Background: an optimization exercise with open tools, aiming at small area and a short achievable clock period. Do not read the settings as production practice.
Function was checked by simulation only, so behaviour that the tests miss may differ from the original.
Power is estimated from default activity; no workload was simulated. No driver is modelled on the clock port, so clocking that relies on it looks cheaper here than on a real chip.

// PE
module PE #(
  parameter integer PE_BUF_ADDR_WIDTH   = 5,
  parameter integer OP_WIDTH            = 16,
  parameter integer ACC_WIDTH           = 16,
  parameter         LAYER_NORM          = "NO"
)
(
  input  wire                                         clk,
  input  wire                                         reset,
  input  wire                                         mask,
  input  wire  [ 10+2*PE_BUF_ADDR_WIDTH -1 : 0 ]      ctrl,
  input  wire                                         src_2_sel,
  input  wire  [ OP_WIDTH             -1 : 0 ]        read_data_0,
  input  wire  [ OP_WIDTH             -1 : 0 ]        read_data_1,
  input  wire  [ OP_WIDTH             -1 : 0 ]        read_data_2,
  output wire  [ OP_WIDTH             -1 : 0 ]        lrn_center,
  output wire  [ OP_WIDTH             -1 : 0 ]        write_data,
  output wire  [ OP_WIDTH             -1 : 0 ]        pe_buffer_read_data,
  input  wire                                         pe_neuron_read_req,
  input  wire  [ OP_WIDTH             -1 : 0 ]        pe_neuron_write_data,
  input  wire                                         pe_neuron_write_req,
  input  wire  [ PE_BUF_ADDR_WIDTH    -1 : 0 ]        pe_neuron_write_addr,
  output wire                                         write_valid
);
  localparam integer OP_CODE_WIDTH  = 3;
  wire [ OP_WIDTH           -1 : 0 ]  pe_buffer_write_data;
  wire [ OP_WIDTH           -1 : 0 ]  pe_buffer_read_data_d;
  wire                                src_2_sel_dd;
  wire                                _pe_buffer_write_req;
  wire                                pe_buffer_write_req;
  wire                                pe_buffer_read_req;
  wire                                _pe_buffer_read_req;
  wire                                flush, flush_d;
  ...
export LEC_CHECK = 0
export ABC_CLOCK_PERIOD_IN_PS = 2800
export CAP_MARGIN = 20
export CORE_MARGIN = 2
export CORE_UTILIZATION = 70
export SETUP_SLACK_MARGIN = 4.0
export SLEW_MARGIN = 20
create_clock -name core_clock -period 6.5 [get_ports {clk}]
standard.sh (not shown) runs the stock make flow with config.mk's settings and CLKGATE_MAP_FILE= SYNTH_SCRIPT=/design/flow/synth_recipe.tcl, a recipe that flattens the netlist after the stock synthesis.
==> flow/flow/run.sh <==
#!/bin/bash
set -e
export BUFFER_PORTS_ARGS="-buffer_cell sky130_fd_sc_hd__buf_1"
export CTS_ARGS="-sink_clustering_enable -repair_clock_nets -sink_clustering_size 28 -sink_clustering_max_diameter 80 -dont_use_dummy_load"
bash standard.sh > standard.log 2>&1
Edit:
--- a/flow/config.mk
+++ b/flow/config.mk
@@ -9,5 +9,5 @@
 export CAP_MARGIN = 20
 export CORE_MARGIN = 2
-export CORE_UTILIZATION = 70
+export CORE_UTILIZATION = 78
 export SETUP_SLACK_MARGIN = 4.0
 export SLEW_MARGIN = 20
=> Power grows by 0.58%; first-iteration DRC count came out higher by 32%; wire length grows by 6.3%; register-to-register slack is worse by 0.09 ns; area after synthesis does not change; via count climbs by 6.2%; design area grows by 0.32%; non-clock buffer count came out higher by 18.
Edit:
==> flow/flow/run.sh (replaced) <==
#!/bin/bash
set -e
export BUFFER_PORTS_ARGS="-buffer_cell sky130_fd_sc_hd__buf_1"
export CTS_ARGS="-sink_clustering_enable -repair_clock_nets -sink_clustering_size 31 -sink_clustering_max_diameter 80 -dont_use_dummy_load"
bash standard.sh > standard.log 2>&1
--- a/flow/config.mk
+++ b/flow/config.mk
@@ -9,5 +9,5 @@
 export CAP_MARGIN = 20
 export CORE_MARGIN = 2
-export CORE_UTILIZATION = 78
+export CORE_UTILIZATION = 70
 export SETUP_SLACK_MARGIN = 4.0
 export SLEW_MARGIN = 20
- wire length shrinks by 6.0%
- worst setup slack gets better by 0.029 ns
- combinational power stays flat
- flip-flop and latch count is unchanged
- final cell count went up by 1.6%
- clock power decreases by about 4%
- design area decreases by 0.56%
- sequential power fell by about 0.7%
- area after synthesis is unchanged
- non-clock buffer count goes down by 23

========
PE again, from the RTL that the note above started with.
// PE
module PE #(
  parameter integer PE_BUF_ADDR_WIDTH   = 5,
  parameter integer OP_WIDTH            = 16,
  parameter integer ACC_WIDTH           = 16,
  parameter         LAYER_NORM          = "NO"
)
(
  input  wire                                         clk,
  input  wire                                         reset,
  input  wire                                         mask,
  input  wire  [ 10+2*PE_BUF_ADDR_WIDTH -1 : 0 ]      ctrl,
  input  wire                                         src_2_sel,
  input  wire  [ OP_WIDTH             -1 : 0 ]        read_data_0,
  input  wire  [ OP_WIDTH             -1 : 0 ]        read_data_1,
  input  wire  [ OP_WIDTH             -1 : 0 ]        read_data_2,
  output wire  [ OP_WIDTH             -1 : 0 ]        lrn_center,
  output wire  [ OP_WIDTH             -1 : 0 ]        write_data,
  output wire  [ OP_WIDTH             -1 : 0 ]        pe_buffer_read_data,
  input  wire                                         pe_neuron_read_req,
  input  wire  [ OP_WIDTH             -1 : 0 ]        pe_neuron_write_data,
  input  wire                                         pe_neuron_write_req,
  input  wire  [ PE_BUF_ADDR_WIDTH    -1 : 0 ]        pe_neuron_write_addr,
  output wire                                         write_valid
);
Settings: LEC_CHECK=0, ABC_CLOCK_PERIOD_IN_PS=2800, CAP_MARGIN=20, CORE_MARGIN=2, CORE_UTILIZATION=70, SETUP_SLACK_MARGIN=4.0, SLEW_MARGIN=20; clock period 6.5 ns.
==> flow/flow/run.sh <==
#!/bin/bash
set -e
export BUFFER_PORTS_ARGS="-buffer_cell sky130_fd_sc_hd__buf_1"
export CTS_ARGS="-sink_clustering_enable -repair_clock_nets -sink_clustering_size 31 -sink_clustering_max_diameter 80 -dont_use_dummy_load"
bash standard.sh > standard.log 2>&1
The starting point completed without violations.
Then changed:
==> flow/flow/run.sh (replaced) <==
#!/bin/bash
set -e
export BUFFER_PORTS_ARGS="-buffer_cell sky130_fd_sc_hd__buf_1"
export CTS_ARGS="-sink_clustering_enable -repair_clock_nets -sink_clustering_size 28 -sink_clustering_max_diameter 80 -dont_use_dummy_load"
bash standard.sh > standard.log 2>&1
Settings changed: CORE_UTILIZATION 70 to 60.
Outcome: Cell count rises by a few percent. Die area rises by about a fifth. Combinational power is about the same. Cell area rises slightly. Total power rises slightly.

==> re-timing with driven ports <==
Ports are ideal in the flow. The routed layouts listed here were re-timed in OpenROAD. Step 1 (the two cells are an assumption about what drives the block):
set clk [get_ports {clk}]
set_driving_cell -lib_cell sky130_fd_sc_hd__clkbuf_16 $clk
set_driving_cell -lib_cell sky130_fd_sc_hd__buf_2 [delete_from_list [all_inputs] $clk]
Step 2 times the ports against the registers' clock, not the clock port: input delays grow and output delays shrink by t, the midpoint of the rising clock arrivals with the driver on. a / b / c = ideal / step 1 / step 2; a / b = the first two.
| run | t, ns | slack for setup (ns) | hold slack, ns | worst setup path after step 2 | cell pins on the clock port's net |
|---|---|---|---|---|---|
| the first run of note 1 | 0.667 | 3.900 / 3.859 / 3.435 | 0.323 / 0.323 / 0.323 | input to register | 1 |
| the second run of note 1 | 0.684 | 3.871 / 3.859 / 3.404 | 0.336 / 0.336 / 0.336 | input to register | 1 |
| the third run of note 1 | 0.657 | 3.900 / 3.859 / 3.441 | 0.310 / 0.310 / 0.310 | input to register | 1 |
| the first run of note 2 | 0.657 | 3.900 / 3.859 / 3.441 | 0.310 / 0.310 / 0.310 | input to register | 1 |
| the second run of note 2 | 0.681 | 3.900 / 3.859 / 3.380 | 0.332 / 0.332 / 0.332 | input to register | 1 |
After both steps every run listed still meets setup and hold. For the second run of note 2, which loses most, drivers alone change the setup slack by -0.041 ns; drivers and shift together by -0.520 ns.
